Source: an optimization exercise on an open RTL-to-GDS flow (aim: small area). Production flows keep margins and buffers that such runs may drop. At most, simulation tests tie the RTL to the original design; equivalence was not proved. For run 1, only the layout was checked, not whether the RTL still works. Power and IR drop assume default switching activity.

==> flow/design.v, too long to show whole: its modules and the start of the top module <==
// module fa_cell: 4 lines
// module ha_cell: 4 lines
// module xor2_cell: 3 lines
// module xnor2_cell: 3 lines
// module nand2_cell: 3 lines
// module nor2_cell: 3 lines
// module or2_cell: 3 lines
// module inv_cell: 3 lines
// module aoi21_cell: 3 lines
// module oai21_cell: 3 lines
// module sel3_cell: 3 lines
// module fp_mult: 2188 lines
module fp_mult (
    input  var logic        clk,
    input  var logic        rst,
    input  var logic        valid_i,
    input  var logic [31:0] num_a_i,
    input  var logic [31:0] num_b_i,
    output var logic [31:0] num_o,
    output var logic        valid_o
);
  // ...
==> flow/run.sh <==
#!/bin/bash
# synth_recipe.tcl (not shown) runs the flow's synth.tcl, then flattens the netlist and writes it again
# the make line also repeats each setting of config.mk as NAME=value (left out here)
make -C /OpenROAD-flow-scripts/flow DESIGN_CONFIG=/design/flow/config.mk WORK_HOME=/design/flow/orfs CLKGATE_MAP_FILE= SYNTH_SCRIPT=/design/flow/synth_recipe.tcl finish
==> flow/config.mk <==
export PLATFORM = sky130hd
export DESIGN_NAME = fp_mult
export DESIGN_NICKNAME = fp_mult
export VERILOG_FILES = /design/flow/design.v
export SDC_FILE = /design/flow/constraint.sdc
export NUM_CORES = 4
export LEC_CHECK = 0
export CAP_MARGIN = 20
export CELL_PAD_IN_SITES_DETAIL_PLACEMENT = 2
export CELL_PAD_IN_SITES_GLOBAL_PLACEMENT = 2
export CORE_MARGIN = 2
export CORE_UTILIZATION = 40
export SLEW_MARGIN = 20
export SYNTH_HIERARCHICAL = 1
==> flow/constraint.sdc <==
create_clock -name core_clock -period 8.5 [get_ports {clk}]
set_input_delay 1.7000 -clock core_clock [delete_from_list [all_inputs] [get_ports {clk}]]
set_output_delay 1.7000 -clock core_clock [all_outputs]
set_load 0.01 [all_outputs]
==> impl_metrics.yaml, run 1 <==
route:
  top_layer_used: "met4"
  drtAntennaViolNets: 0
placed_design:
  dpl-instance-area_mm2: 0.0191
  pre_cts_ws_ns: -0.369
sta:
  setup_viol: 0
  tns_ns: 0
  fin_crit_ns: 8.11
cells_and_area:
  nFillCells: 4365
  multi_input_gates: 1560
  n_sequential_cell: 102
  sh_seq_area: 0.103
  final_cells: 2464
worst_setup_path:
  worst_r2r_endpoint: "exp_q[6]$_DFF_P_"
  r2r_slack_ns: 0.39
  slowest_stage: "a222oi_1"
  crit_end: "exp_q[6]$_DFF_P_"
  cp.required_ns: 8.77
grt:
  grt_usage: 0.338
  grt_max_degree: 41
  use_met1: 0.450
  gr-total-overflow: 0
synthesis:
  yosys.area.top_type_share: 0.265
  ys_ff_latch: 102
  synthSimpleGateAreaFrac: 0.119
  synthXorXnorAreaFrac: 0.0685
run_status:
  status: "timing/DRC/antenna clean"
pwr:
  netSwitchingPower_mw: 5.47
  ir_worst_vdd_v: 0.000585
cts:
  clkSinkCount: 102
==> run 2, diff against run 1 <==
--- a/flow/design.v
+++ b/flow/design.v
@@ -336,5 +336,5 @@
 inv_cell u_w135 (.a(w111), .y(w135));
 wire w136;
-sel3_cell u_w136 (.s1(s1[0]), .s2(s2[0]), .s3(s3[0]), .a(x_q[0]), .b(1'b0), .c(x_q[0]), .y(w136));
+nand2_cell u_w136 (.a(y_q[0]), .b(x_q[0]), .y(w136));
 wire w137;
 sel3_cell u_w137 (.s1(s1[0]), .s2(s2[0]), .s3(s3[0]), .a(x_q[1]), .b(x_q[0]), .c(w1), .y(w137));
@@ -386,7 +386,7 @@
 sel3_cell u_w160 (.s1(s1[0]), .s2(s2[0]), .s3(s3[0]), .a(1'b0), .b(x_q[23]), .c(w134), .y(w160));
 wire w161;
-sel3_cell u_w161 (.s1(s1[0]), .s2(s2[0]), .s3(s3[0]), .a(1'b0), .b(1'b0), .c(w135), .y(w161));
+nand2_cell u_w161 (.a(s3[0]), .b(w135), .y(w161));
 wire w162;
-sel3_cell u_w162 (.s1(s1[1]), .s2(s2[1]), .s3(s3[1]), .a(x_q[0]), .b(1'b0), .c(x_q[0]), .y(w162));
+nand2_cell u_w162 (.a(y_q[2]), .b(x_q[0]), .y(w162));
 wire w163;
 sel3_cell u_w163 (.s1(s1[1]), .s2(s2[1]), .s3(s3[1]), .a(x_q[1]), .b(x_q[0]), .c(w1), .y(w163));
@@ -438,7 +438,7 @@
 sel3_cell u_w186 (.s1(s1[1]), .s2(s2[1]), .s3(s3[1]), .a(1'b0), .b(x_q[23]), .c(w134), .y(w186));
 wire w187;
-sel3_cell u_w187 (.s1(s1[1]), .s2(s2[1]), .s3(s3[1]), .a(1'b0), .b(1'b0), .c(w135), .y(w187));
+nand2_cell u_w187 (.a(s3[1]), .b(w135), .y(w187));
 wire w188;
-sel3_cell u_w188 (.s1(s1[2]), .s2(s2[2]), .s3(s3[2]), .a(x_q[0]), .b(1'b0), .c(x_q[0]), .y(w188));
+nand2_cell u_w188 (.a(y_q[4]), .b(x_q[0]), .y(w188));
 wire w189;
 sel3_cell u_w189 (.s1(s1[2]), .s2(s2[2]), .s3(s3[2]), .a(x_q[1]), .b(x_q[0]), .c(w1), .y(w189));
@@ -490,7 +490,7 @@
 sel3_cell u_w212 (.s1(s1[2]), .s2(s2[2]), .s3(s3[2]), .a(1'b0), .b(x_q[23]), .c(w134), .y(w212));
 wire w213;
-sel3_cell u_w213 (.s1(s1[2]), .s2(s2[2]), .s3(s3[2]), .a(1'b0), .b(1'b0), .c(w135), .y(w213));
+nand2_cell u_w213 (.a(s3[2]), .b(w135), .y(w213));
 wire w214;
-sel3_cell u_w214 (.s1(s1[3]), .s2(s2[3]), .s3(s3[3]), .a(x_q[0]), .b(1'b0), .c(x_q[0]), .y(w214));
+nand2_cell u_w214 (.a(y_q[6]), .b(x_q[0]), .y(w214));
 wire w215;
 sel3_cell u_w215 (.s1(s1[3]), .s2(s2[3]), .s3(s3[3]), .a(x_q[1]), .b(x_q[0]), .c(w1), .y(w215));
@@ -542,7 +542,7 @@
 sel3_cell u_w238 (.s1(s1[3]), .s2(s2[3]), .s3(s3[3]), .a(1'b0), .b(x_q[23]), .c(w134), .y(w238));
 wire w239;
-sel3_cell u_w239 (.s1(s1[3]), .s2(s2[3]), .s3(s3[3]), .a(1'b0), .b(1'b0), .c(w135), .y(w239));
+nand2_cell u_w239 (.a(s3[3]), .b(w135), .y(w239));
 wire w240;
-sel3_cell u_w240 (.s1(s1[4]), .s2(s2[4]), .s3(s3[4]), .a(x_q[0]), .b(1'b0), .c(x_q[0]), .y(w240));
+nand2_cell u_w240 (.a(y_q[8]), .b(x_q[0]), .y(w240));
 wire w241;
 sel3_cell u_w241 (.s1(s1[4]), .s2(s2[4]), .s3(s3[4]), .a(x_q[1]), .b(x_q[0]), .c(w1), .y(w241));
@@ -594,7 +594,7 @@
 sel3_cell u_w264 (.s1(s1[4]), .s2(s2[4]), .s3(s3[4]), .a(1'b0), .b(x_q[23]), .c(w134), .y(w264));
 wire w265;
-sel3_cell u_w265 (.s1(s1[4]), .s2(s2[4]), .s3(s3[4]), .a(1'b0), .b(1'b0), .c(w135), .y(w265));
+nand2_cell u_w265 (.a(s3[4]), .b(w135), .y(w265));
 wire w266;
-sel3_cell u_w266 (.s1(s1[5]), .s2(s2[5]), .s3(s3[5]), .a(x_q[0]), .b(1'b0), .c(x_q[0]), .y(w266));
+nand2_cell u_w266 (.a(y_q[10]), .b(x_q[0]), .y(w266));
 wire w267;
 sel3_cell u_w267 (.s1(s1[5]), .s2(s2[5]), .s3(s3[5]), .a(x_q[1]), .b(x_q[0]), .c(w1), .y(w267));
@@ -646,7 +646,7 @@
 sel3_cell u_w290 (.s1(s1[5]), .s2(s2[5]), .s3(s3[5]), .a(1'b0), .b(x_q[23]), .c(w134), .y(w290));
 wire w291;
-sel3_cell u_w291 (.s1(s1[5]), .s2(s2[5]), .s3(s3[5]), .a(1'b0), .b(1'b0), .c(w135), .y(w291));
+nand2_cell u_w291 (.a(s3[5]), .b(w135), .y(w291));
 wire w292;
-sel3_cell u_w292 (.s1(s1[6]), .s2(s2[6]), .s3(s3[6]), .a(x_q[0]), .b(1'b0), .c(x_q[0]), .y(w292));
+nand2_cell u_w292 (.a(y_q[12]), .b(x_q[0]), .y(w292));
 wire w293;
 sel3_cell u_w293 (.s1(s1[6]), .s2(s2[6]), .s3(s3[6]), .a(x_q[1]), .b(x_q[0]), .c(w1), .y(w293));
@@ -698,7 +698,7 @@
 sel3_cell u_w316 (.s1(s1[6]), .s2(s2[6]), .s3(s3[6]), .a(1'b0), .b(x_q[23]), .c(w134), .y(w316));
 wire w317;
-sel3_cell u_w317 (.s1(s1[6]), .s2(s2[6]), .s3(s3[6]), .a(1'b0), .b(1'b0), .c(w135), .y(w317));
+nand2_cell u_w317 (.a(s3[6]), .b(w135), .y(w317));
 wire w318;
-sel3_cell u_w318 (.s1(s1[7]), .s2(s2[7]), .s3(s3[7]), .a(x_q[0]), .b(1'b0), .c(x_q[0]), .y(w318));
+nand2_cell u_w318 (.a(y_q[14]), .b(x_q[0]), .y(w318));
 wire w319;
 sel3_cell u_w319 (.s1(s1[7]), .s2(s2[7]), .s3(s3[7]), .a(x_q[1]), .b(x_q[0]), .c(w1), .y(w319));
@@ -750,7 +750,7 @@
 sel3_cell u_w342 (.s1(s1[7]), .s2(s2[7]), .s3(s3[7]), .a(1'b0), .b(x_q[23]), .c(w134), .y(w342));
 wire w343;
-sel3_cell u_w343 (.s1(s1[7]), .s2(s2[7]), .s3(s3[7]), .a(1'b0), .b(1'b0), .c(w135), .y(w343));
+nand2_cell u_w343 (.a(s3[7]), .b(w135), .y(w343));
 wire w344;
-sel3_cell u_w344 (.s1(s1[8]), .s2(s2[8]), .s3(s3[8]), .a(x_q[0]), .b(1'b0), .c(x_q[0]), .y(w344));
+nand2_cell u_w344 (.a(y_q[16]), .b(x_q[0]), .y(w344));
 wire w345;
 sel3_cell u_w345 (.s1(s1[8]), .s2(s2[8]), .s3(s3[8]), .a(x_q[1]), .b(x_q[0]), .c(w1), .y(w345));
@@ -802,7 +802,7 @@
 sel3_cell u_w368 (.s1(s1[8]), .s2(s2[8]), .s3(s3[8]), .a(1'b0), .b(x_q[23]), .c(w134), .y(w368));
 wire w369;
-sel3_cell u_w369 (.s1(s1[8]), .s2(s2[8]), .s3(s3[8]), .a(1'b0), .b(1'b0), .c(w135), .y(w369));
+nand2_cell u_w369 (.a(s3[8]), .b(w135), .y(w369));
 wire w370;
-sel3_cell u_w370 (.s1(s1[9]), .s2(s2[9]), .s3(s3[9]), .a(x_q[0]), .b(1'b0), .c(x_q[0]), .y(w370));
+nand2_cell u_w370 (.a(y_q[18]), .b(x_q[0]), .y(w370));
 wire w371;
 sel3_cell u_w371 (.s1(s1[9]), .s2(s2[9]), .s3(s3[9]), .a(x_q[1]), .b(x_q[0]), .c(w1), .y(w371));
@@ -854,7 +854,7 @@
 sel3_cell u_w394 (.s1(s1[9]), .s2(s2[9]), .s3(s3[9]), .a(1'b0), .b(x_q[23]), .c(w134), .y(w394));
 wire w395;
-sel3_cell u_w395 (.s1(s1[9]), .s2(s2[9]), .s3(s3[9]), .a(1'b0), .b(1'b0), .c(w135), .y(w395));
+nand2_cell u_w395 (.a(s3[9]), .b(w135), .y(w395));
 wire w396;
-sel3_cell u_w396 (.s1(s1[10]), .s2(s2[10]), .s3(s3[10]), .a(x_q[0]), .b(1'b0), .c(x_q[0]), .y(w396));
+nand2_cell u_w396 (.a(y_q[20]), .b(x_q[0]), .y(w396));
 wire w397;
 sel3_cell u_w397 (.s1(s1[10]), .s2(s2[10]), .s3(s3[10]), .a(x_q[1]), .b(x_q[0]), .c(w1), .y(w397));
@@ -906,7 +906,7 @@
 sel3_cell u_w420 (.s1(s1[10]), .s2(s2[10]), .s3(s3[10]), .a(1'b0), .b(x_q[23]), .c(w134), .y(w420));
 wire w421;
-sel3_cell u_w421 (.s1(s1[10]), .s2(s2[10]), .s3(s3[10]), .a(1'b0), .b(1'b0), .c(w135), .y(w421));
+nand2_cell u_w421 (.a(s3[10]), .b(w135), .y(w421));
 wire w422;
-sel3_cell u_w422 (.s1(s1[11]), .s2(s2[11]), .s3(s3[11]), .a(x_q[0]), .b(1'b0), .c(x_q[0]), .y(w422));
+nand2_cell u_w422 (.a(y_q[22]), .b(x_q[0]), .y(w422));
 wire w423;
 sel3_cell u_w423 (.s1(s1[11]), .s2(s2[11]), .s3(s3[11]), .a(x_q[1]), .b(x_q[0]), .c(w1), .y(w423));
@@ -958,473 +958,473 @@
 sel3_cell u_w446 (.s1(s1[11]), .s2(s2[11]), .s3(s3[11]), .a(1'b0), .b(x_q[23]), .c(w134), .y(w446));
 wire w447;
-sel3_cell u_w447 (.s1(s1[11]), .s2(s2[11]), .s3(s3[11]), .a(1'b0), .b(1'b0), .c(w135), .y(w447));
+nand2_cell u_w447 (.a(s3[11]), .b(w135), .y(w447));
 wire w448;
-xnor2_cell u_w448 (.a(w154), .b(w178), .y(w448));
+xnor2_cell u_w448 (.a(w370), .b(w346), .y(w448));
 wire w449;
-or2_cell u_w449 (.a(w154), .b(w178), .y(w449));
+or2_cell u_w449 (.a(w370), .b(w346), .y(w449));
 wire w450;
 wire w451;
-fa_cell u_w450 (.a(w155), .b(w179), .c(w203), .s(w450), .co(w451));
+fa_cell u_w450 (.a(w371), .b(w347), .c(w323), .s(w450), .co(w451));
 wire w452;
 wire w453;
-fa_cell u_w452 (.a(w156), .b(w180), .c(w204), .s(w452), .co(w453));
+fa_cell u_w452 (.a(w396), .b(w372), .c(w348), .s(w452), .co(w453));
 wire w454;
-xnor2_cell u_w454 (.a(w228), .b(w252), .y(w454));
+xnor2_cell u_w454 (.a(w324), .b(w300), .y(w454));
 wire w455;
-or2_cell u_w455 (.a(w228), .b(w252), .y(w455));
+or2_cell u_w455 (.a(w324), .b(w300), .y(w455));
 wire w456;
 wire w457;
-fa_cell u_w456 (.a(w157), .b(w181), .c(w205), .s(w456), .co(w457));
+fa_cell u_w456 (.a(w397), .b(w373), .c(w349), .s(w456), .co(w457));
 wire w458;
 wire w459;
-fa_cell u_w458 (.a(w229), .b(w253), .c(w277), .s(w458), .co(w459));
+fa_cell u_w458 (.a(w325), .b(w301), .c(w277), .s(w458), .co(w459));
 wire w460;
 wire w461;
-fa_cell u_w460 (.a(w158), .b(w182), .c(w206), .s(w460), .co(w461));
+fa_cell u_w460 (.a(w422), .b(w398), .c(w374), .s(w460), .co(w461));
 wire w462;
 wire w463;
-fa_cell u_w462 (.a(w230), .b(w254), .c(w278), .s(w462), .co(w463));
+fa_cell u_w462 (.a(w350), .b(w326), .c(w302), .s(w462), .co(w463));
 wire w464;
-xnor2_cell u_w464 (.a(w302), .b(w326), .y(w464));
+xnor2_cell u_w464 (.a(w278), .b(w254), .y(w464));
 wire w465;
-or2_cell u_w465 (.a(w302), .b(w326), .y(w465));
+or2_cell u_w465 (.a(w278), .b(w254), .y(w465));
 wire w466;
 wire w467;
-fa_cell u_w466 (.a(w159), .b(w183), .c(w207), .s(w466), .co(w467));
+fa_cell u_w466 (.a(w423), .b(w399), .c(w375), .s(w466), .co(w467));
 wire w468;
 wire w469;
-fa_cell u_w468 (.a(w231), .b(w255), .c(w279), .s(w468), .co(w469));
+fa_cell u_w468 (.a(w351), .b(w327), .c(w303), .s(w468), .co(w469));
 wire w470;
 wire w471;
-fa_cell u_w470 (.a(w303), .b(w327), .c(w351), .s(w470), .co(w471));
+fa_cell u_w470 (.a(w279), .b(w255), .c(w231), .s(w470), .co(w471));
 wire w472;
 wire w473;
-fa_cell u_w472 (.a(w160), .b(w184), .c(w208), .s(w472), .co(w473));
+fa_cell u_w472 (.a(w424), .b(w400), .c(w376), .s(w472), .co(w473));
 wire w474;
 wire w475;
-fa_cell u_w474 (.a(w232), .b(w256), .c(w280), .s(w474), .co(w475));
+fa_cell u_w474 (.a(w352), .b(w328), .c(w304), .s(w474), .co(w475));
 wire w476;
 wire w477;
-fa_cell u_w476 (.a(w304), .b(w328), .c(w352), .s(w476), .co(w477));
+fa_cell u_w476 (.a(w280), .b(w256), .c(w232), .s(w476), .co(w477));
 wire w478;
 wire w479;
-fa_cell u_w478 (.a(w161), .b(w185), .c(w209), .s(w478), .co(w479));
+fa_cell u_w478 (.a(w425), .b(w401), .c(w377), .s(w478), .co(w479));
 wire w480;
 wire w481;
-fa_cell u_w480 (.a(w233), .b(w257), .c(w281), .s(w480), .co(w481));
+fa_cell u_w480 (.a(w353), .b(w329), .c(w305), .s(w480), .co(w481));
 wire w482;
 wire w483;
-fa_cell u_w482 (.a(w305), .b(w329), .c(w353), .s(w482), .co(w483));
+fa_cell u_w482 (.a(w281), .b(w257), .c(w233), .s(w482), .co(w483));
 wire w484;
 wire w485;
-fa_cell u_w484 (.a(w186), .b(w210), .c(w234), .s(w484), .co(w485));
+fa_cell u_w484 (.a(w426), .b(w402), .c(w378), .s(w484), .co(w485));
 wire w486;
 wire w487;
-fa_cell u_w486 (.a(w258), .b(w282), .c(w306), .s(w486), .co(w487));
+fa_cell u_w486 (.a(w354), .b(w330), .c(w306), .s(w486), .co(w487));
 wire w488;
-xnor2_cell u_w488 (.a(w330), .b(w354), .y(w488));
+xnor2_cell u_w488 (.a(w282), .b(w258), .y(w488));
 wire w489;
-or2_cell u_w489 (.a(w330), .b(w354), .y(w489));
+or2_cell u_w489 (.a(w282), .b(w258), .y(w489));
 wire w490;
 wire w491;
-fa_cell u_w490 (.a(w187), .b(w211), .c(w235), .s(w490), .co(w491));
+fa_cell u_w490 (.a(w427), .b(w403), .c(w379), .s(w490), .co(w491));
 wire w492;
 wire w493;
-fa_cell u_w492 (.a(w259), .b(w283), .c(w307), .s(w492), .co(w493));
+fa_cell u_w492 (.a(w355), .b(w331), .c(w307), .s(w492), .co(w493));
 wire w494;
-xnor2_cell u_w494 (.a(w331), .b(w355), .y(w494));
+xnor2_cell u_w494 (.a(w283), .b(w259), .y(w494));
 wire w495;
-or2_cell u_w495 (.a(w331), .b(w355), .y(w495));
+or2_cell u_w495 (.a(w283), .b(w259), .y(w495));
 wire w496;
 wire w497;
-fa_cell u_w496 (.a(w212), .b(w236), .c(w260), .s(w496), .co(w497));
+fa_cell u_w496 (.a(w428), .b(w404), .c(w380), .s(w496), .co(w497));
 wire w498;
 wire w499;
-fa_cell u_w498 (.a(w284), .b(w308), .c(w332), .s(w498), .co(w499));
+fa_cell u_w498 (.a(w356), .b(w332), .c(w308), .s(w498), .co(w499));
 wire w500;
 wire w501;
-fa_cell u_w500 (.a(w213), .b(w237), .c(w261), .s(w500), .co(w501));
+fa_cell u_w500 (.a(w429), .b(w405), .c(w381), .s(w500), .co(w501));
 wire w502;
-xnor2_cell u_w502 (.a(w285), .b(w309), .y(w502));
+xnor2_cell u_w502 (.a(w357), .b(w333), .y(w502));
 wire w503;
-or2_cell u_w503 (.a(w285), .b(w309), .y(w503));
+or2_cell u_w503 (.a(w357), .b(w333), .y(w503));
 wire w504;
 wire w505;
-fa_cell u_w504 (.a(w238), .b(w262), .c(w286), .s(w504), .co(w505));
+fa_cell u_w504 (.a(w430), .b(w406), .c(w382), .s(w504), .co(w505));
 wire w506;
-xnor2_cell u_w506 (.a(w239), .b(w263), .y(w506));
+xnor2_cell u_w506 (.a(w431), .b(w407), .y(w506));
 wire w507;
-or2_cell u_w507 (.a(w239), .b(w263), .y(w507));
+or2_cell u_w507 (.a(w431), .b(w407), .y(w507));
 wire w508;
-xnor2_cell u_w508 (.a(w148), .b(w172), .y(w508));
+xnor2_cell u_w508 (.a(w292), .b(w268), .y(w508));
 wire w509;
-or2_cell u_w509 (.a(w148), .b(w172), .y(w509));
+or2_cell u_w509 (.a(w292), .b(w268), .y(w509));
 wire w510;
 wire w511;
-fa_cell u_w510 (.a(w149), .b(w173), .c(w197), .s(w510), .co(w511));
+fa_cell u_w510 (.a(w293), .b(w269), .c(w245), .s(w510), .co(w511));
 wire w512;
 wire w513;
-fa_cell u_w512 (.a(w150), .b(w174), .c(w198), .s(w512), .co(w513));
+fa_cell u_w512 (.a(w318), .b(w294), .c(w270), .s(w512), .co(w513));
 wire w514;
-xnor2_cell u_w514 (.a(w222), .b(w246), .y(w514));
+xnor2_cell u_w514 (.a(w246), .b(w222), .y(w514));
 wire w515;
-or2_cell u_w515 (.a(w222), .b(w246), .y(w515));
+or2_cell u_w515 (.a(w246), .b(w222), .y(w515));
 wire w516;
 wire w517;
-fa_cell u_w516 (.a(w151), .b(w175), .c(w199), .s(w516), .co(w517));
+fa_cell u_w516 (.a(w319), .b(w295), .c(w271), .s(w516), .co(w517));
 wire w518;
 wire w519;
-fa_cell u_w518 (.a(w223), .b(w247), .c(w271), .s(w518), .co(w519));
+fa_cell u_w518 (.a(w247), .b(w223), .c(w199), .s(w518), .co(w519));
 wire w520;
 wire w521;
-fa_cell u_w520 (.a(w152), .b(w176), .c(w200), .s(w520), .co(w521));
+fa_cell u_w520 (.a(w344), .b(w320), .c(w296), .s(w520), .co(w521));
 wire w522;
 wire w523;
-fa_cell u_w522 (.a(w224), .b(w248), .c(w272), .s(w522), .co(w523));
+fa_cell u_w522 (.a(w272), .b(w248), .c(w224), .s(w522), .co(w523));
 wire w524;
-xnor2_cell u_w524 (.a(w296), .b(w320), .y(w524));
+xnor2_cell u_w524 (.a(w200), .b(w176), .y(w524));
 wire w525;
-or2_cell u_w525 (.a(w296), .b(w320), .y(w525));
+or2_cell u_w525 (.a(w200), .b(w176), .y(w525));
 wire w526;
 wire w527;
-fa_cell u_w526 (.a(w153), .b(w177), .c(w201), .s(w526), .co(w527));
+fa_cell u_w526 (.a(w345), .b(w321), .c(w297), .s(w526), .co(w527));
 wire w528;
 wire w529;
-fa_cell u_w528 (.a(w225), .b(w249), .c(w273), .s(w528), .co(w529));
+fa_cell u_w528 (.a(w273), .b(w249), .c(w225), .s(w528), .co(w529));
 wire w530;
 wire w531;
-fa_cell u_w530 (.a(w297), .b(w321), .c(w345), .s(w530), .co(w531));
+fa_cell u_w530 (.a(w201), .b(w177), .c(w153), .s(w530), .co(w531));
 wire w532;
 wire w533;
-fa_cell u_w532 (.a(w202), .b(w226), .c(w250), .s(w532), .co(w533));
+fa_cell u_w532 (.a(w322), .b(w298), .c(w274), .s(w532), .co(w533));
 wire w534;
 wire w535;
-fa_cell u_w534 (.a(w274), .b(w298), .c(w322), .s(w534), .co(w535));
+fa_cell u_w534 (.a(w448), .b(w250), .c(w226), .s(w534), .co(w535));
 wire w536;
 wire w537;
-fa_cell u_w536 (.a(w346), .b(w370), .c(w448), .s(w536), .co(w537));
+fa_cell u_w536 (.a(w202), .b(w178), .c(w154), .s(w536), .co(w537));
 wire w538;
 wire w539;
-fa_cell u_w538 (.a(w227), .b(w251), .c(w275), .s(w538), .co(w539));
+fa_cell u_w538 (.a(w299), .b(w449), .c(w275), .s(w538), .co(w539));
 wire w540;
 wire w541;
-fa_cell u_w540 (.a(w299), .b(w323), .c(w347), .s(w540), .co(w541));
+fa_cell u_w540 (.a(w251), .b(w227), .c(w203), .s(w540), .co(w541));
 wire w542;
 wire w543;
-fa_cell u_w542 (.a(w371), .b(w449), .c(w450), .s(w542), .co(w543));
+fa_cell u_w542 (.a(w450), .b(w179), .c(w155), .s(w542), .co(w543));
 wire w544;
 wire w545;
-fa_cell u_w544 (.a(w276), .b(w300), .c(w324), .s(w544), .co(w545));
+fa_cell u_w544 (.a(w276), .b(w252), .c(w451), .s(w544), .co(w545));
 wire w546;
 wire w547;
-fa_cell u_w546 (.a(w348), .b(w372), .c(w396), .s(w546), .co(w547));
+fa_cell u_w546 (.a(w228), .b(w452), .c(w454), .s(w546), .co(w547));
 wire w548;
 wire w549;
-fa_cell u_w548 (.a(w451), .b(w452), .c(w454), .s(w548), .co(w549));
+fa_cell u_w548 (.a(w204), .b(w180), .c(w156), .s(w548), .co(w549));
 wire w550;
 wire w551;
-fa_cell u_w550 (.a(w301), .b(w325), .c(w349), .s(w550), .co(w551));
+fa_cell u_w550 (.a(w453), .b(w253), .c(w455), .s(w550), .co(w551));
 wire w552;
 wire w553;
-fa_cell u_w552 (.a(w373), .b(w397), .c(w453), .s(w552), .co(w553));
+fa_cell u_w552 (.a(w229), .b(w456), .c(w205), .s(w552), .co(w553));
 wire w554;
 wire w555;
-fa_cell u_w554 (.a(w455), .b(w456), .c(w458), .s(w554), .co(w555));
+fa_cell u_w554 (.a(w181), .b(w157), .c(w458), .s(w554), .co(w555));
 wire w556;
 wire w557;
-fa_cell u_w556 (.a(w350), .b(w374), .c(w398), .s(w556), .co(w557));
+fa_cell u_w556 (.a(w457), .b(w460), .c(w230), .s(w556), .co(w557));
 wire w558;
 wire w559;
-fa_cell u_w558 (.a(w422), .b(w457), .c(w459), .s(w558), .co(w559));
+fa_cell u_w558 (.a(w206), .b(w459), .c(w182), .s(w558), .co(w559));
 wire w560;
 wire w561;
-fa_cell u_w560 (.a(w460), .b(w462), .c(w464), .s(w560), .co(w561));
+fa_cell u_w560 (.a(w462), .b(w464), .c(w158), .s(w560), .co(w561));
 wire w562;
 wire w563;
-fa_cell u_w562 (.a(w375), .b(w399), .c(w423), .s(w562), .co(w563));
+fa_cell u_w562 (.a(w461), .b(w466), .c(w463), .s(w562), .co(w563));
 wire w564;
 wire w565;
-fa_cell u_w564 (.a(w461), .b(w463), .c(w465), .s(w564), .co(w565));
+fa_cell u_w564 (.a(w207), .b(w465), .c(w183), .s(w564), .co(w565));
 wire w566;
 wire w567;
-fa_cell u_w566 (.a(w466), .b(w468), .c(w470), .s(w566), .co(w567));
+fa_cell u_w566 (.a(w468), .b(w159), .c(w470), .s(w566), .co(w567));
 wire w568;
 wire w569;
-fa_cell u_w568 (.a(w376), .b(w400), .c(w424), .s(w568), .co(w569));
+fa_cell u_w568 (.a(w467), .b(w472), .c(w469), .s(w568), .co(w569));
 wire w570;
 wire w571;
-fa_cell u_w570 (.a(w467), .b(w469), .c(w471), .s(w570), .co(w571));
+fa_cell u_w570 (.a(w208), .b(w184), .c(w474), .s(w570), .co(w571));
 wire w572;
 wire w573;
-fa_cell u_w572 (.a(w472), .b(w474), .c(w476), .s(w572), .co(w573));
+fa_cell u_w572 (.a(w160), .b(w471), .c(w476), .s(w572), .co(w573));
 wire w574;
 wire w575;
-fa_cell u_w574 (.a(w377), .b(w401), .c(w425), .s(w574), .co(w575));
+fa_cell u_w574 (.a(w473), .b(w478), .c(w475), .s(w574), .co(w575));
 wire w576;
 wire w577;
-fa_cell u_w576 (.a(w473), .b(w475), .c(w477), .s(w576), .co(w577));
+fa_cell u_w576 (.a(w209), .b(w185), .c(w480), .s(w576), .co(w577));
 wire w578;
 wire w579;
-fa_cell u_w578 (.a(w478), .b(w480), .c(w482), .s(w578), .co(w579));
+fa_cell u_w578 (.a(w161), .b(w477), .c(w482), .s(w578), .co(w579));
 wire w580;
 wire w581;
-fa_cell u_w580 (.a(w378), .b(w402), .c(w426), .s(w580), .co(w581));
+fa_cell u_w580 (.a(w479), .b(w484), .c(w234), .s(w580), .co(w581));
 wire w582;
 wire w583;
-fa_cell u_w582 (.a(w479), .b(w481), .c(w483), .s(w582), .co(w583));
+fa_cell u_w582 (.a(w481), .b(w210), .c(w186), .s(w582), .co(w583));
 wire w584;
 wire w585;
-fa_cell u_w584 (.a(w484), .b(w486), .c(w488), .s(w584), .co(w585));
+fa_cell u_w584 (.a(w486), .b(w488), .c(w483), .s(w584), .co(w585));
 wire w586;
 wire w587;
-fa_cell u_w586 (.a(w379), .b(w403), .c(w427), .s(w586), .co(w587));
+fa_cell u_w586 (.a(w485), .b(w490), .c(w235), .s(w586), .co(w587));
 wire w588;
 wire w589;
-fa_cell u_w588 (.a(w485), .b(w487), .c(w489), .s(w588), .co(w589));
+fa_cell u_w588 (.a(w487), .b(w211), .c(w489), .s(w588), .co(w589));
 wire w590;
 wire w591;
-fa_cell u_w590 (.a(w490), .b(w492), .c(w494), .s(w590), .co(w591));
+fa_cell u_w590 (.a(w187), .b(w492), .c(w494), .s(w590), .co(w591));
 wire w592;
 wire w593;
-fa_cell u_w592 (.a(w356), .b(w380), .c(w404), .s(w592), .co(w593));
+fa_cell u_w592 (.a(w491), .b(w284), .c(w260), .s(w592), .co(w593));
 wire w594;
 wire w595;
-fa_cell u_w594 (.a(w428), .b(w491), .c(w493), .s(w594), .co(w595));
+fa_cell u_w594 (.a(w496), .b(w236), .c(w493), .s(w594), .co(w595));
 wire w596;
 wire w597;
-fa_cell u_w596 (.a(w495), .b(w496), .c(w498), .s(w596), .co(w597));
+fa_cell u_w596 (.a(w212), .b(w495), .c(w498), .s(w596), .co(w597));
 wire w598;
 wire w599;
-fa_cell u_w598 (.a(w333), .b(w357), .c(w381), .s(w598), .co(w599));
+fa_cell u_w598 (.a(w309), .b(w497), .c(w285), .s(w598), .co(w599));
 wire w600;
 wire w601;
-fa_cell u_w600 (.a(w405), .b(w429), .c(w497), .s(w600), .co(w601));
+fa_cell u_w600 (.a(w502), .b(w261), .c(w500), .s(w600), .co(w601));
 wire w602;
 wire w603;
-fa_cell u_w602 (.a(w499), .b(w500), .c(w502), .s(w602), .co(w603));
+fa_cell u_w602 (.a(w237), .b(w499), .c(w213), .s(w602), .co(w603));
 wire w604;
 wire w605;
-fa_cell u_w604 (.a(w310), .b(w334), .c(w358), .s(w604), .co(w605));
+fa_cell u_w604 (.a(w358), .b(w334), .c(w310), .s(w604), .co(w605));
 wire w606;
 wire w607;
-fa_cell u_w606 (.a(w382), .b(w406), .c(w430), .s(w606), .co(w607));
+fa_cell u_w606 (.a(w501), .b(w286), .c(w503), .s(w606), .co(w607));
 wire w608;
 wire w609;
-fa_cell u_w608 (.a(w501), .b(w503), .c(w504), .s(w608), .co(w609));
+fa_cell u_w608 (.a(w262), .b(w504), .c(w238), .s(w608), .co(w609));
 wire w610;
 wire w611;
-fa_cell u_w610 (.a(w287), .b(w311), .c(w335), .s(w610), .co(w611));
+fa_cell u_w610 (.a(w383), .b(w359), .c(w506), .s(w610), .co(w611));
 wire w612;
 wire w613;
-fa_cell u_w612 (.a(w359), .b(w383), .c(w407), .s(w612), .co(w613));
+fa_cell u_w612 (.a(w335), .b(w311), .c(w505), .s(w612), .co(w613));
 wire w614;
 wire w615;
-fa_cell u_w614 (.a(w431), .b(w505), .c(w506), .s(w614), .co(w615));
+fa_cell u_w614 (.a(w287), .b(w263), .c(w239), .s(w614), .co(w615));
 wire w616;
 wire w617;
-fa_cell u_w616 (.a(w264), .b(w288), .c(w312), .s(w616), .co(w617));
+fa_cell u_w616 (.a(w432), .b(w408), .c(w384), .s(w616), .co(w617));
 wire w618;
 wire w619;
-fa_cell u_w618 (.a(w336), .b(w360), .c(w384), .s(w618), .co(w619));
+fa_cell u_w618 (.a(w360), .b(w507), .c(w336), .s(w618), .co(w619));
 wire w620;
 wire w621;
-fa_cell u_w620 (.a(w408), .b(w432), .c(w507), .s(w620), .co(w621));
+fa_cell u_w620 (.a(w312), .b(w288), .c(w264), .s(w620), .co(w621));
 wire w622;
 wire w623;
-fa_cell u_w622 (.a(w265), .b(w289), .c(w313), .s(w622), .co(w623));
+fa_cell u_w622 (.a(w433), .b(w409), .c(w385), .s(w622), .co(w623));
 wire w624;
 wire w625;
-fa_cell u_w624 (.a(w337), .b(w361), .c(w385), .s(w624), .co(w625));
+fa_cell u_w624 (.a(w361), .b(w337), .c(w313), .s(w624), .co(w625));
 wire w626;
-xnor2_cell u_w626 (.a(w409), .b(w433), .y(w626));
+xnor2_cell u_w626 (.a(w289), .b(w265), .y(w626));
 wire w627;
-or2_cell u_w627 (.a(w409), .b(w433), .y(w627));
+or2_cell u_w627 (.a(w289), .b(w265), .y(w627));
 wire w628;
 wire w629;
-fa_cell u_w628 (.a(w290), .b(w314), .c(w338), .s(w628), .co(w629));
+fa_cell u_w628 (.a(w434), .b(w410), .c(w386), .s(w628), .co(w629));
 wire w630;
 wire w631;
-fa_cell u_w630 (.a(w362), .b(w386), .c(w410), .s(w630), .co(w631));
+fa_cell u_w630 (.a(w362), .b(w338), .c(w314), .s(w630), .co(w631));
 wire w632;
 wire w633;
-fa_cell u_w632 (.a(w291), .b(w315), .c(w339), .s(w632), .co(w633));
+fa_cell u_w632 (.a(w435), .b(w411), .c(w387), .s(w632), .co(w633));
 wire w634;
-xnor2_cell u_w634 (.a(w363), .b(w387), .y(w634));
+xnor2_cell u_w634 (.a(w363), .b(w339), .y(w634));
 wire w635;
-or2_cell u_w635 (.a(w363), .b(w387), .y(w635));
+or2_cell u_w635 (.a(w363), .b(w339), .y(w635));
 wire w636;
 wire w637;
-fa_cell u_w636 (.a(w316), .b(w340), .c(w364), .s(w636), .co(w637));
+fa_cell u_w636 (.a(w436), .b(w412), .c(w388), .s(w636), .co(w637));
 wire w638;
-xnor2_cell u_w638 (.a(w317), .b(w341), .y(w638));
+xnor2_cell u_w638 (.a(w437), .b(w413), .y(w638));
 wire w639;
-or2_cell u_w639 (.a(w317), .b(w341), .y(w639));
+or2_cell u_w639 (.a(w437), .b(w413), .y(w639));
 wire w640;
-xnor2_cell u_w640 (.a(w144), .b(w168), .y(w640));
+xnor2_cell u_w640 (.a(w240), .b(w216), .y(w640));
 wire w641;
-or2_cell u_w641 (.a(w144), .b(w168), .y(w641));
+or2_cell u_w641 (.a(w240), .b(w216), .y(w641));
 wire w642;
 wire w643;
-fa_cell u_w642 (.a(w145), .b(w169), .c(w193), .s(w642), .co(w643));
+fa_cell u_w642 (.a(w241), .b(w217), .c(w193), .s(w642), .co(w643));
 wire w644;
 wire w645;
-fa_cell u_w644 (.a(w146), .b(w170), .c(w194), .s(w644), .co(w645));
+fa_cell u_w644 (.a(w266), .b(w242), .c(w218), .s(w644), .co(w645));
 wire w646;
-xnor2_cell u_w646 (.a(w218), .b(w242), .y(w646));
+xnor2_cell u_w646 (.a(w194), .b(w170), .y(w646));
 wire w647;
-or2_cell u_w647 (.a(w218), .b(w242), .y(w647));
+or2_cell u_w647 (.a(w194), .b(w170), .y(w647));
 wire w648;
 wire w649;
-fa_cell u_w648 (.a(w147), .b(w171), .c(w195), .s(w648), .co(w649));
+fa_cell u_w648 (.a(w267), .b(w243), .c(w219), .s(w648), .co(w649));
 wire w650;
 wire w651;
-fa_cell u_w650 (.a(w219), .b(w243), .c(w267), .s(w650), .co(w651));
+fa_cell u_w650 (.a(w195), .b(w171), .c(w147), .s(w650), .co(w651));
 wire w652;
 wire w653;
-fa_cell u_w652 (.a(w196), .b(w220), .c(w244), .s(w652), .co(w653));
+fa_cell u_w652 (.a(w244), .b(w220), .c(w196), .s(w652), .co(w653));
 wire w654;
 wire w655;
-fa_cell u_w654 (.a(w268), .b(w292), .c(w508), .s(w654), .co(w655));
+fa_cell u_w654 (.a(w508), .b(w172), .c(w148), .s(w654), .co(w655));
 wire w656;
 wire w657;
-fa_cell u_w656 (.a(w221), .b(w245), .c(w269), .s(w656), .co(w657));
+fa_cell u_w656 (.a(w221), .b(w509), .c(w197), .s(w656), .co(w657));
 wire w658;
 wire w659;
-fa_cell u_w658 (.a(w293), .b(w509), .c(w510), .s(w658), .co(w659));
+fa_cell u_w658 (.a(w173), .b(w149), .c(w510), .s(w658), .co(w659));
 wire w660;
 wire w661;
-fa_cell u_w660 (.a(w270), .b(w294), .c(w318), .s(w660), .co(w661));
+fa_cell u_w660 (.a(w198), .b(w174), .c(w511), .s(w660), .co(w661));
 wire w662;
 wire w663;
-fa_cell u_w662 (.a(w511), .b(w512), .c(w514), .s(w662), .co(w663));
+fa_cell u_w662 (.a(w150), .b(w512), .c(w514), .s(w662), .co(w663));
 wire w664;
 wire w665;
-fa_cell u_w664 (.a(w295), .b(w319), .c(w513), .s(w664), .co(w665));
+fa_cell u_w664 (.a(w513), .b(w175), .c(w515), .s(w664), .co(w665));
 wire w666;
 wire w667;
-fa_cell u_w666 (.a(w515), .b(w516), .c(w518), .s(w666), .co(w667));
+fa_cell u_w666 (.a(w151), .b(w516), .c(w518), .s(w666), .co(w667));
 wire w668;
 wire w669;
-fa_cell u_w668 (.a(w344), .b(w517), .c(w519), .s(w668), .co(w669));
+fa_cell u_w668 (.a(w517), .b(w520), .c(w152), .s(w668), .co(w669));
 wire w670;
 wire w671;
-fa_cell u_w670 (.a(w520), .b(w522), .c(w524), .s(w670), .co(w671));
+fa_cell u_w670 (.a(w519), .b(w522), .c(w524), .s(w670), .co(w671));
 wire w672;
 wire w673;
-fa_cell u_w672 (.a(w521), .b(w523), .c(w525), .s(w672), .co(w673));
+fa_cell u_w672 (.a(w521), .b(w526), .c(w523), .s(w672), .co(w673));
 wire w674;
 wire w675;
-fa_cell u_w674 (.a(w526), .b(w528), .c(w530), .s(w674), .co(w675));
+fa_cell u_w674 (.a(w525), .b(w528), .c(w530), .s(w674), .co(w675));
 wire w676;
 wire w677;
-fa_cell u_w676 (.a(w527), .b(w529), .c(w531), .s(w676), .co(w677));
+fa_cell u_w676 (.a(w527), .b(w532), .c(w529), .s(w676), .co(w677));
 wire w678;
 wire w679;
-fa_cell u_w678 (.a(w532), .b(w534), .c(w536), .s(w678), .co(w679));
+fa_cell u_w678 (.a(w534), .b(w531), .c(w536), .s(w678), .co(w679));
 wire w680;
 wire w681;
-fa_cell u_w680 (.a(w533), .b(w535), .c(w537), .s(w680), .co(w681));
+fa_cell u_w680 (.a(w533), .b(w538), .c(w535), .s(w680), .co(w681));
 wire w682;
 wire w683;
-fa_cell u_w682 (.a(w538), .b(w540), .c(w542), .s(w682), .co(w683));
+fa_cell u_w682 (.a(w540), .b(w537), .c(w542), .s(w682), .co(w683));
 wire w684;
 wire w685;
-fa_cell u_w684 (.a(w539), .b(w541), .c(w543), .s(w684), .co(w685));
+fa_cell u_w684 (.a(w539), .b(w541), .c(w544), .s(w684), .co(w685));
 wire w686;
 wire w687;
-fa_cell u_w686 (.a(w544), .b(w546), .c(w548), .s(w686), .co(w687));
+fa_cell u_w686 (.a(w546), .b(w543), .c(w548), .s(w686), .co(w687));
 wire w688;
 wire w689;
-fa_cell u_w688 (.a(w545), .b(w547), .c(w549), .s(w688), .co(w689));
+fa_cell u_w688 (.a(w545), .b(w547), .c(w550), .s(w688), .co(w689));
 wire w690;
 wire w691;
-fa_cell u_w690 (.a(w550), .b(w552), .c(w554), .s(w690), .co(w691));
+fa_cell u_w690 (.a(w552), .b(w549), .c(w554), .s(w690), .co(w691));
 wire w692;
 wire w693;
-fa_cell u_w692 (.a(w551), .b(w553), .c(w555), .s(w692), .co(w693));
+fa_cell u_w692 (.a(w551), .b(w553), .c(w556), .s(w692), .co(w693));
 wire w694;
 wire w695;
-fa_cell u_w694 (.a(w556), .b(w558), .c(w560), .s(w694), .co(w695));
+fa_cell u_w694 (.a(w555), .b(w558), .c(w560), .s(w694), .co(w695));
 wire w696;
 wire w697;
-fa_cell u_w696 (.a(w557), .b(w559), .c(w561), .s(w696), .co(w697));
+fa_cell u_w696 (.a(w557), .b(w559), .c(w562), .s(w696), .co(w697));
 wire w698;
 wire w699;
-fa_cell u_w698 (.a(w562), .b(w564), .c(w566), .s(w698), .co(w699));
+fa_cell u_w698 (.a(w561), .b(w564), .c(w566), .s(w698), .co(w699));
 wire w700;
 wire w701;
-fa_cell u_w700 (.a(w563), .b(w565), .c(w567), .s(w700), .co(w701));
+fa_cell u_w700 (.a(w563), .b(w565), .c(w568), .s(w700), .co(w701));
 wire w702;
 wire w703;
-fa_cell u_w702 (.a(w568), .b(w570), .c(w572), .s(w702), .co(w703));
+fa_cell u_w702 (.a(w570), .b(w567), .c(w572), .s(w702), .co(w703));
 wire w704;
 wire w705;
-fa_cell u_w704 (.a(w569), .b(w571), .c(w573), .s(w704), .co(w705));
+fa_cell u_w704 (.a(w569), .b(w571), .c(w574), .s(w704), .co(w705));
 wire w706;
 wire w707;
-fa_cell u_w706 (.a(w574), .b(w576), .c(w578), .s(w706), .co(w707));
+fa_cell u_w706 (.a(w576), .b(w573), .c(w578), .s(w706), .co(w707));
 wire w708;
 wire w709;
-fa_cell u_w708 (.a(w575), .b(w577), .c(w579), .s(w708), .co(w709));
+fa_cell u_w708 (.a(w575), .b(w580), .c(w577), .s(w708), .co(w709));
 wire w710;
 wire w711;
-fa_cell u_w710 (.a(w580), .b(w582), .c(w584), .s(w710), .co(w711));
+fa_cell u_w710 (.a(w582), .b(w579), .c(w584), .s(w710), .co(w711));
 wire w712;
 wire w713;
-fa_cell u_w712 (.a(w581), .b(w583), .c(w585), .s(w712), .co(w713));
+fa_cell u_w712 (.a(w581), .b(w586), .c(w583), .s(w712), .co(w713));
 wire w714;
 wire w715;
-fa_cell u_w714 (.a(w586), .b(w588), .c(w590), .s(w714), .co(w715));
+fa_cell u_w714 (.a(w588), .b(w590), .c(w585), .s(w714), .co(w715));
 wire w716;
 wire w717;
-fa_cell u_w716 (.a(w587), .b(w589), .c(w591), .s(w716), .co(w717));
+fa_cell u_w716 (.a(w587), .b(w592), .c(w589), .s(w716), .co(w717));
 wire w718;
 wire w719;
-fa_cell u_w718 (.a(w592), .b(w594), .c(w596), .s(w718), .co(w719));
+fa_cell u_w718 (.a(w591), .b(w594), .c(w596), .s(w718), .co(w719));
 wire w720;
 wire w721;
-fa_cell u_w720 (.a(w593), .b(w595), .c(w597), .s(w720), .co(w721));
+fa_cell u_w720 (.a(w593), .b(w598), .c(w600), .s(w720), .co(w721));
 wire w722;
 wire w723;
-fa_cell u_w722 (.a(w598), .b(w600), .c(w602), .s(w722), .co(w723));
+fa_cell u_w722 (.a(w595), .b(w597), .c(w602), .s(w722), .co(w723));
 wire w724;
 wire w725;
-fa_cell u_w724 (.a(w599), .b(w601), .c(w603), .s(w724), .co(w725));
+fa_cell u_w724 (.a(w599), .b(w604), .c(w601), .s(w724), .co(w725));
 wire w726;
 wire w727;
-fa_cell u_w726 (.a(w604), .b(w606), .c(w608), .s(w726), .co(w727));
+fa_cell u_w726 (.a(w606), .b(w603), .c(w608), .s(w726), .co(w727));
 wire w728;
 wire w729;
-fa_cell u_w728 (.a(w605), .b(w607), .c(w609), .s(w728), .co(w729));
+fa_cell u_w728 (.a(w605), .b(w610), .c(w607), .s(w728), .co(w729));
 wire w730;
 wire w731;
-fa_cell u_w730 (.a(w610), .b(w612), .c(w614), .s(w730), .co(w731));
+fa_cell u_w730 (.a(w612), .b(w609), .c(w614), .s(w730), .co(w731));
 wire w732;
 wire w733;
-fa_cell u_w732 (.a(w611), .b(w613), .c(w615), .s(w732), .co(w733));
+fa_cell u_w732 (.a(w616), .b(w611), .c(w618), .s(w732), .co(w733));
 wire w734;
 wire w735;
-fa_cell u_w734 (.a(w616), .b(w618), .c(w620), .s(w734), .co(w735));
+fa_cell u_w734 (.a(w613), .b(w615), .c(w620), .s(w734), .co(w735));
 wire w736;
 wire w737;
-fa_cell u_w736 (.a(w617), .b(w619), .c(w621), .s(w736), .co(w737));
+fa_cell u_w736 (.a(w617), .b(w622), .c(w619), .s(w736), .co(w737));
 wire w738;
 wire w739;
-fa_cell u_w738 (.a(w622), .b(w624), .c(w626), .s(w738), .co(w739));
+fa_cell u_w738 (.a(w626), .b(w624), .c(w621), .s(w738), .co(w739));
 wire w740;
 wire w741;
-fa_cell u_w740 (.a(w434), .b(w623), .c(w625), .s(w740), .co(w741));
+fa_cell u_w740 (.a(w623), .b(w290), .c(w628), .s(w740), .co(w741));
 wire w742;
 wire w743;
-fa_cell u_w742 (.a(w627), .b(w628), .c(w630), .s(w742), .co(w743));
+fa_cell u_w742 (.a(w625), .b(w627), .c(w630), .s(w742), .co(w743));
 wire w744;
 wire w745;
-fa_cell u_w744 (.a(w411), .b(w435), .c(w629), .s(w744), .co(w745));
+fa_cell u_w744 (.a(w315), .b(w629), .c(w291), .s(w744), .co(w745));
 wire w746;
 wire w747;
-fa_cell u_w746 (.a(w631), .b(w632), .c(w634), .s(w746), .co(w747));
+fa_cell u_w746 (.a(w634), .b(w632), .c(w631), .s(w746), .co(w747));
 wire w748;
 wire w749;
-fa_cell u_w748 (.a(w388), .b(w412), .c(w436), .s(w748), .co(w749));
+fa_cell u_w748 (.a(w364), .b(w340), .c(w316), .s(w748), .co(w749));
 wire w750;
 wire w751;
@@ -1432,44 +1432,44 @@
 wire w752;
 wire w753;
-fa_cell u_w752 (.a(w365), .b(w389), .c(w413), .s(w752), .co(w753));
+fa_cell u_w752 (.a(w389), .b(w365), .c(w341), .s(w752), .co(w753));
 wire w754;
 wire w755;
-fa_cell u_w754 (.a(w437), .b(w637), .c(w638), .s(w754), .co(w755));
+fa_cell u_w754 (.a(w638), .b(w317), .c(w637), .s(w754), .co(w755));
 wire w756;
 wire w757;
-fa_cell u_w756 (.a(w342), .b(w366), .c(w390), .s(w756), .co(w757));
+fa_cell u_w756 (.a(w438), .b(w414), .c(w390), .s(w756), .co(w757));
 wire w758;
 wire w759;
-fa_cell u_w758 (.a(w414), .b(w438), .c(w639), .s(w758), .co(w759));
+fa_cell u_w758 (.a(w366), .b(w639), .c(w342), .s(w758), .co(w759));
 wire w760;
 wire w761;
-fa_cell u_w760 (.a(w343), .b(w367), .c(w391), .s(w760), .co(w761));
+fa_cell u_w760 (.a(w439), .b(w415), .c(w391), .s(w760), .co(w761));
 wire w762;
-xnor2_cell u_w762 (.a(w415), .b(w439), .y(w762));
+xnor2_cell u_w762 (.a(w367), .b(w343), .y(w762));
 wire w763;
-or2_cell u_w763 (.a(w415), .b(w439), .y(w763));
+or2_cell u_w763 (.a(w367), .b(w343), .y(w763));
 wire w764;
 wire w765;
-fa_cell u_w764 (.a(w368), .b(w392), .c(w416), .s(w764), .co(w765));
+fa_cell u_w764 (.a(w440), .b(w416), .c(w392), .s(w764), .co(w765));
 wire w766;
-xnor2_cell u_w766 (.a(w369), .b(w393), .y(w766));
+xnor2_cell u_w766 (.a(w441), .b(w417), .y(w766));
 wire w767;
-or2_cell u_w767 (.a(w369), .b(w393), .y(w767));
+or2_cell u_w767 (.a(w441), .b(w417), .y(w767));
 wire w768;
-xnor2_cell u_w768 (.a(w142), .b(w166), .y(w768));
+xnor2_cell u_w768 (.a(w214), .b(w190), .y(w768));
 wire w769;
-or2_cell u_w769 (.a(w142), .b(w166), .y(w769));
+or2_cell u_w769 (.a(w214), .b(w190), .y(w769));
 wire w770;
 wire w771;
-fa_cell u_w770 (.a(w143), .b(w167), .c(w191), .s(w770), .co(w771));
+fa_cell u_w770 (.a(w215), .b(w191), .c(w167), .s(w770), .co(w771));
 wire w772;
 wire w773;
-fa_cell u_w772 (.a(w192), .b(w216), .c(w240), .s(w772), .co(w773));
+fa_cell u_w772 (.a(w192), .b(w168), .c(w144), .s(w772), .co(w773));
 wire w774;
 wire w775;
-fa_cell u_w774 (.a(w217), .b(w241), .c(w641), .s(w774), .co(w775));
+fa_cell u_w774 (.a(w169), .b(w641), .c(w145), .s(w774), .co(w775));
 wire w776;
 wire w777;
-fa_cell u_w776 (.a(w266), .b(w643), .c(w644), .s(w776), .co(w777));
+fa_cell u_w776 (.a(w146), .b(w643), .c(w644), .s(w776), .co(w777));
 wire w778;
 wire w779;
@@ -1477,8 +1477,8 @@
 wire w780;
 wire w781;
-fa_cell u_w780 (.a(w649), .b(w651), .c(w652), .s(w780), .co(w781));
+fa_cell u_w780 (.a(w649), .b(w652), .c(w651), .s(w780), .co(w781));
 wire w782;
 wire w783;
-fa_cell u_w782 (.a(w653), .b(w655), .c(w656), .s(w782), .co(w783));
+fa_cell u_w782 (.a(w653), .b(w656), .c(w655), .s(w782), .co(w783));
 wire w784;
 wire w785;
@@ -1489,5 +1489,5 @@
 wire w788;
 wire w789;
-fa_cell u_w788 (.a(w665), .b(w667), .c(w668), .s(w788), .co(w789));
+fa_cell u_w788 (.a(w665), .b(w668), .c(w667), .s(w788), .co(w789));
 wire w790;
 wire w791;
@@ -1495,94 +1495,94 @@
 wire w792;
 wire w793;
-fa_cell u_w792 (.a(w673), .b(w675), .c(w676), .s(w792), .co(w793));
+fa_cell u_w792 (.a(w673), .b(w676), .c(w675), .s(w792), .co(w793));
 wire w794;
 wire w795;
-fa_cell u_w794 (.a(w677), .b(w679), .c(w680), .s(w794), .co(w795));
+fa_cell u_w794 (.a(w677), .b(w680), .c(w679), .s(w794), .co(w795));
 wire w796;
 wire w797;
-fa_cell u_w796 (.a(w681), .b(w683), .c(w684), .s(w796), .co(w797));
+fa_cell u_w796 (.a(w681), .b(w684), .c(w683), .s(w796), .co(w797));
 wire w798;
 wire w799;
-fa_cell u_w798 (.a(w685), .b(w687), .c(w688), .s(w798), .co(w799));
+fa_cell u_w798 (.a(w685), .b(w688), .c(w687), .s(w798), .co(w799));
 wire w800;
 wire w801;
-fa_cell u_w800 (.a(w689), .b(w691), .c(w692), .s(w800), .co(w801));
+fa_cell u_w800 (.a(w689), .b(w692), .c(w691), .s(w800), .co(w801));
 wire w802;
 wire w803;
-fa_cell u_w802 (.a(w693), .b(w695), .c(w696), .s(w802), .co(w803));
+fa_cell u_w802 (.a(w693), .b(w696), .c(w695), .s(w802), .co(w803));
 wire w804;
 wire w805;
-fa_cell u_w804 (.a(w697), .b(w699), .c(w700), .s(w804), .co(w805));
+fa_cell u_w804 (.a(w697), .b(w700), .c(w699), .s(w804), .co(w805));
 wire w806;
 wire w807;
-fa_cell u_w806 (.a(w701), .b(w703), .c(w704), .s(w806), .co(w807));
+fa_cell u_w806 (.a(w701), .b(w704), .c(w703), .s(w806), .co(w807));
 wire w808;
 wire w809;
-fa_cell u_w808 (.a(w705), .b(w707), .c(w708), .s(w808), .co(w809));
+fa_cell u_w808 (.a(w705), .b(w708), .c(w707), .s(w808), .co(w809));
 wire w810;
 wire w811;
-fa_cell u_w810 (.a(w709), .b(w711), .c(w712), .s(w810), .co(w811));
+fa_cell u_w810 (.a(w709), .b(w712), .c(w711), .s(w810), .co(w811));
 wire w812;
 wire w813;
-fa_cell u_w812 (.a(w713), .b(w715), .c(w716), .s(w812), .co(w813));
+fa_cell u_w812 (.a(w713), .b(w716), .c(w715), .s(w812), .co(w813));
 wire w814;
 wire w815;
-fa_cell u_w814 (.a(w717), .b(w719), .c(w720), .s(w814), .co(w815));
+fa_cell u_w814 (.a(w717), .b(w720), .c(w719), .s(w814), .co(w815));
 wire w816;
 wire w817;
-fa_cell u_w816 (.a(w721), .b(w723), .c(w724), .s(w816), .co(w817));
+fa_cell u_w816 (.a(w721), .b(w724), .c(w723), .s(w816), .co(w817));
 wire w818;
 wire w819;
-fa_cell u_w818 (.a(w725), .b(w727), .c(w728), .s(w818), .co(w819));
+fa_cell u_w818 (.a(w725), .b(w728), .c(w727), .s(w818), .co(w819));
 wire w820;
 wire w821;
-fa_cell u_w820 (.a(w729), .b(w731), .c(w732), .s(w820), .co(w821));
+fa_cell u_w820 (.a(w729), .b(w732), .c(w731), .s(w820), .co(w821));
 wire w822;
 wire w823;
-fa_cell u_w822 (.a(w733), .b(w735), .c(w736), .s(w822), .co(w823));
+fa_cell u_w822 (.a(w733), .b(w736), .c(w735), .s(w822), .co(w823));
 wire w824;
 wire w825;
-fa_cell u_w824 (.a(w737), .b(w739), .c(w740), .s(w824), .co(w825));
+fa_cell u_w824 (.a(w737), .b(w740), .c(w739), .s(w824), .co(w825));
 wire w826;
 wire w827;
-fa_cell u_w826 (.a(w741), .b(w743), .c(w744), .s(w826), .co(w827));
+fa_cell u_w826 (.a(w741), .b(w744), .c(w743), .s(w826), .co(w827));
 wire w828;
 wire w829;
-fa_cell u_w828 (.a(w745), .b(w747), .c(w748), .s(w828), .co(w829));
+fa_cell u_w828 (.a(w745), .b(w748), .c(w750), .s(w828), .co(w829));
 wire w830;
 wire w831;
-fa_cell u_w830 (.a(w749), .b(w751), .c(w752), .s(w830), .co(w831));
+fa_cell u_w830 (.a(w749), .b(w752), .c(w751), .s(w830), .co(w831));
 wire w832;
 wire w833;
-fa_cell u_w832 (.a(w753), .b(w755), .c(w756), .s(w832), .co(w833));
+fa_cell u_w832 (.a(w756), .b(w753), .c(w758), .s(w832), .co(w833));
 wire w834;
 wire w835;
-fa_cell u_w834 (.a(w757), .b(w759), .c(w760), .s(w834), .co(w835));
+fa_cell u_w834 (.a(w757), .b(w762), .c(w760), .s(w834), .co(w835));
 wire w836;
 wire w837;
-fa_cell u_w836 (.a(w440), .b(w761), .c(w763), .s(w836), .co(w837));
+fa_cell u_w836 (.a(w368), .b(w761), .c(w763), .s(w836), .co(w837));
 wire w838;
 wire w839;
-fa_cell u_w838 (.a(w417), .b(w441), .c(w765), .s(w838), .co(w839));
+fa_cell u_w838 (.a(w393), .b(w369), .c(w766), .s(w838), .co(w839));
 wire w840;
 wire w841;
-fa_cell u_w840 (.a(w394), .b(w418), .c(w442), .s(w840), .co(w841));
+fa_cell u_w840 (.a(w442), .b(w418), .c(w394), .s(w840), .co(w841));
 wire w842;
-xnor2_cell u_w842 (.a(w395), .b(w419), .y(w842));
+xnor2_cell u_w842 (.a(w443), .b(w419), .y(w842));
 wire w843;
-or2_cell u_w843 (.a(w395), .b(w419), .y(w843));
+or2_cell u_w843 (.a(w443), .b(w419), .y(w843));
 wire w844;
-xnor2_cell u_w844 (.a(w140), .b(w164), .y(w844));
+xnor2_cell u_w844 (.a(w188), .b(w164), .y(w844));
 wire w845;
-or2_cell u_w845 (.a(w140), .b(w164), .y(w845));
+or2_cell u_w845 (.a(w188), .b(w164), .y(w845));
 wire w846;
 wire w847;
-fa_cell u_w846 (.a(w141), .b(w165), .c(w189), .s(w846), .co(w847));
+fa_cell u_w846 (.a(w189), .b(w165), .c(w141), .s(w846), .co(w847));
 wire w848;
 wire w849;
-fa_cell u_w848 (.a(w190), .b(w214), .c(w768), .s(w848), .co(w849));
+fa_cell u_w848 (.a(w166), .b(w142), .c(w768), .s(w848), .co(w849));
 wire w850;
 wire w851;
-fa_cell u_w850 (.a(w215), .b(w769), .c(w770), .s(w850), .co(w851));
+fa_cell u_w850 (.a(w143), .b(w769), .c(w770), .s(w850), .co(w851));
 wire w852;
 wire w853;
@@ -1617,5 +1617,5 @@
 wire w872;
 wire w873;
-fa_cell u_w872 (.a(w678), .b(w791), .c(w792), .s(w872), .co(w873));
+fa_cell u_w872 (.a(w791), .b(w678), .c(w792), .s(w872), .co(w873));
 wire w874;
 wire w875;
@@ -1671,5 +1671,5 @@
 wire w908;
 wire w909;
-fa_cell u_w908 (.a(w750), .b(w827), .c(w828), .s(w908), .co(w909));
+fa_cell u_w908 (.a(w747), .b(w828), .c(w827), .s(w908), .co(w909));
 wire w910;
 wire w911;
@@ -1677,8 +1677,8 @@
 wire w912;
 wire w913;
-fa_cell u_w912 (.a(w758), .b(w831), .c(w832), .s(w912), .co(w913));
+fa_cell u_w912 (.a(w755), .b(w832), .c(w831), .s(w912), .co(w913));
 wire w914;
 wire w915;
-fa_cell u_w914 (.a(w762), .b(w833), .c(w834), .s(w914), .co(w915));
+fa_cell u_w914 (.a(w759), .b(w834), .c(w833), .s(w914), .co(w915));
 wire w916;
 wire w917;
@@ -1686,30 +1686,30 @@
 wire w918;
 wire w919;
-fa_cell u_w918 (.a(w766), .b(w837), .c(w838), .s(w918), .co(w919));
+fa_cell u_w918 (.a(w765), .b(w838), .c(w837), .s(w918), .co(w919));
 wire w920;
 wire w921;
-fa_cell u_w920 (.a(w767), .b(w839), .c(w840), .s(w920), .co(w921));
+fa_cell u_w920 (.a(w767), .b(w840), .c(w839), .s(w920), .co(w921));
 wire w922;
 wire w923;
-fa_cell u_w922 (.a(w443), .b(w841), .c(w842), .s(w922), .co(w923));
+fa_cell u_w922 (.a(w395), .b(w842), .c(w841), .s(w922), .co(w923));
 wire w924;
 wire w925;
-fa_cell u_w924 (.a(w420), .b(w444), .c(w843), .s(w924), .co(w925));
+fa_cell u_w924 (.a(w444), .b(w420), .c(w843), .s(w924), .co(w925));
 wire w926;
-xnor2_cell u_w926 (.a(w421), .b(w445), .y(w926));
+xnor2_cell u_w926 (.a(w445), .b(w421), .y(w926));
 wire w927;
-or2_cell u_w927 (.a(w421), .b(w445), .y(w927));
+or2_cell u_w927 (.a(w445), .b(w421), .y(w927));
 wire w928;
-nor2_cell u_w928 (.a(w138), .b(w162), .y(w928));
+nor2_cell u_w928 (.a(w162), .b(w138), .y(w928));
 wire w929;
-xor2_cell u_w929 (.a(w138), .b(w162), .y(w929));
+xor2_cell u_w929 (.a(w162), .b(w138), .y(w929));
 wire w930;
-nor2_cell u_w930 (.a(w139), .b(w163), .y(w930));
+nor2_cell u_w930 (.a(w163), .b(w139), .y(w930));
 wire w931;
-xor2_cell u_w931 (.a(w139), .b(w163), .y(w931));
+xor2_cell u_w931 (.a(w163), .b(w139), .y(w931));
 wire w932;
-nor2_cell u_w932 (.a(w188), .b(w844), .y(w932));
+nor2_cell u_w932 (.a(w140), .b(w844), .y(w932));
 wire w933;
-xor2_cell u_w933 (.a(w188), .b(w844), .y(w933));
+xor2_cell u_w933 (.a(w140), .b(w844), .y(w933));
 wire w934;
 nor2_cell u_w934 (.a(w845), .b(w846), .y(w934));
==> impl_metrics.yaml, run 2 <==
grt:
  grt_pass1_vias: 18500
  gr-total-overflow: 0
  antenna_found_initial: 0
  use_met3: 0.0760
  grt_pass1_wl_mm: 111
  grt_max_degree: 41
  grt.busiest_layer: "met2"
  use_met1: 0.425
  met2_usage: 0.538
  grt_usage: 0.329
synthesis:
  netlist_area_mm2: 0.0165
  yosys.area.top_type_share: 0.267
  post-synth-top-area-cell: "fa_1"
  synth.most_common_cell: "a222oi_1"
  ys_top_cells_by_area: "fa_1 27%, a222oi_1 17%, dfxtp_1 12%"
  ys_warn_count: 7
  ys_ff_latch: 102
  synthArstFlopShare: 0
  synth_top_cells_by_count: "287 x a222oi_1, 220 x fa_1, 185 x nand2_1"
  synth_seq_area_share: 0.124
  synthCells: 1697
  synth_cell_types: 72
  synth_edf_count: 0
  synth_ff_type: "dfxtp_1"
  syn_avg_cell_area_um2: 9.71
route:
  detail_route.first_pass.iterations: 14
  drt_iter0_drc: 3184
  drt_drc_violations_left: 0
  drtAntennaViolNets: 0
  wire_per_inst_um: 30.0
  avgViaCountPerCell: 7.13
  vias: 17200
  routed_wl_mm: 72.5
pwr:
  p_leak_nw: 6.81
  ir_worst_vdd_v: 0.000515
  finalPower_mw: 9.58
  power_density_mw_per_mm2: 500
worst_setup_path:
  start_kind: "flip-flop"
  worst_setup_path_end_kind: "flip-flop"
  critPathMaxFanout: 12
  crit_end: "exp_q[6]$_DFF_P_"
  r2r_start: "x_q[1]$_DFF_P_"
  cpPeakStageDelay_ns: 0.54
  cp.required_ns: 8.77
  slowest_stage: "fa_1"
  crit_type: "reg -> reg"
  path_common_cell: "a21oi_2"
  worstPathArrival_ns: 8.38
  startpoint: "x_q[1]$_DFF_P_"
  r2r_slack_ns: 0.39
  rr_worst_depth: 34
  worst_r2r_endpoint: "exp_q[6]$_DFF_P_"
sta:
  skew_ns: 0.0141
  hold_viol_final: 0
  fmax_mhz: 123
  tns_ns: 0
  finalCritPeriodShare: 0.954
  maxSlewHeadroom: 0.235
  slew_viol_final: 0
  fin_crit_ns: 8.11
  worst_pin_slew_ns: 1.15
  setup_viol: 0
cts:
  clkSinkCount: 102
  cts_root_buf: "clkbuf_16"
  clk_pin_slew_ns: 0.09
  cts_tree: "yes"
  insertion_delay_ns: 0.38
  hold_buffers: 0
  cts_buffers: 9
  cts_max_level: 3
  cts_buffer_depth: 2
cells_and_area:
  mostFrequentLayoutCell: "a222oi_1"
  area.sequential_mm2: 0.00204
  fin_util: 0.470
  reg.largest.list: "v_q: 25 flops, x_q: 24 flops, y_q: 24 flops"
  drive_gt1_frac: 0.126
  syn_to_final_growth_pct: 16.2
  mostFrequentLayoutCells: "287 x a222oi_1, 220 x fa_1, 185 x nand2_1"
  final_cells: 2419
  diodes: 0
  largest_reg_flops: 25
  layout.nets: 2206
  multi_input_area_mm2: 0.0142
  largest-register: "v_q"
  nFillCells: 4408
floorplan:
  ios: 100
  dieHeight_um: 207
  rows: 74
  coreArea_mm2: 0.0407
  start_util: 0.405
  die_x_um: 207
  die-area_mm2: 0.0429
placed_design:
  dp_cells: 2402
  gp_congestion: 0.886
  port-buffer-count: 99
  hpwl_mm: 54.1
run_status:
  status: "timing/DRC/antenna clean"
run:
  max_cap_viol_count: 0
min_path:
  hp-start: "sign_q$_DFF_P_"
  min_path_type: "reg -> reg"
  whs_path_depth: 0
run 2: worst min path at each step:
stage and end:
3_5_place_dp sgn_q$_DFF_P_, 5_1_grt sgn_q$_DFF_P_, 2_1_floorplan sgn_q$_DFF_P_, 3_3_place_gp sgn_q$_DFF_P_, 6_report sgn_q$_DFF_P_, 4_1_cts sgn_q$_DFF_P_
run 2: per-stage QoR:
stage | cell area, um2 | hold WS, ns | setup WS [ns]
6_report | 19200 | 0.335 | 0.390
4_1_cts | 19100 | 0.341 | 0.0168
3_5_place_dp | 18800 | 0.315 | 0.0766
5_1_grt | 19200 | 0.348 | -0.0212
3_3_place_gp | 18800 | 0.317 | 0.468
2_1_floorplan | 16500 | 0.310 | 0.671
run 2: cell type report:
class | instances | area share
well taps | 532 | 0.0347
repair buffers | 209 | 0.0948
clock buffers | 9 | 0.0118
inverters | 35 | 0.00686
flip-flops and latches | 102 | 0.107
clock inverters | 7 | 0.00438
multi-input cells | 1525 | 0.741
run 2: repair_timing:
item / CTS / global route
endpoints found under the setup margin: 0 / 9
buffers inserted: 0 / 1
hold endpoints to repair: 0 / 0
resized for setup: 0 / 12
run 2: modules after synthesis (local to each module, per instance), excerpt:
module | flops+latches | cell area (um2) | times used | cells inside
aoi21_cell | 0 | 8.76 | 72 | 1
or2_cell | 0 | 6.26 | 21 | 1
nor2_cell | 0 | 3.75 | 61 | 1
ha_cell | 0 | 12.5 | 23 | 1
inv_cell | 0 | 3.75 | 15 | 1
fa_cell | 0 | 20.0 | 219 | 1
xor2_cell | 0 | 8.76 | 69 | 1
xnor2_cell | 0 | 8.76 | 44 | 1
nand2_cell | 0 | 3.75 | 62 | 1
run 2: metal layers:
| metal | part of all wire | wire, um |
|---|---|---|
| met4 | 0.038 | 2730 |
| met5 | 0 | 0 |
| met2 | 0.47 | 33800 |
| met1 | 0.40 | 28700 |
| met3 | 0.10 | 7250 |
run 2: kinds of logic (layout without fill, tap and decap cells):
kind of cell             after synthesis  count (layout)  share of synthesized area
multiplexers                         119             119                     0.0751
other                                  1              12                   0.000227
AND/OR/NAND/NOR                      453             453                      0.126
AO/OA/AOI/OAI                        554             554                      0.288
flip-flops                           102             102                      0.124
buffers and inverters                 81             260                     0.0226
adder cells (fa/ha/maj)              257             257                      0.295
XOR/XNOR                             130             130                     0.0691
run 2: critical path, delay by kind of cell, from the launching register on:
| kind | cells | cell delay, ns |
|---|---|---|
| DFF | 1 | 0.35 |
| adders and majority gates | 6 | 2.82 |
| xor gates and xnor gates | 3 | 0.59 |
| and+or+nand+nor | 5 | 0.89 |
| AOI/OAI and AO/OA | 17 | 2.78 |
| buffers and inverters | 3 | 0.54 |
run 2: power by group:
part | internal, mW | leakage, nW | switching, mW
Combinational | 3.27 | 5.80 | 5.02
Sequential | 0.700 | 0.858 | 0.155
Clock | 0.212 | 0.150 | 0.223

Setup slack of run 2, layout unchanged: 0.390 ns with ideal ports, 0.390 ns with driving cells assumed (clock clkbuf_16, inputs buf_2), 0.390 ns with port delays also shifted by the 0.428 ns mid clock arrival.
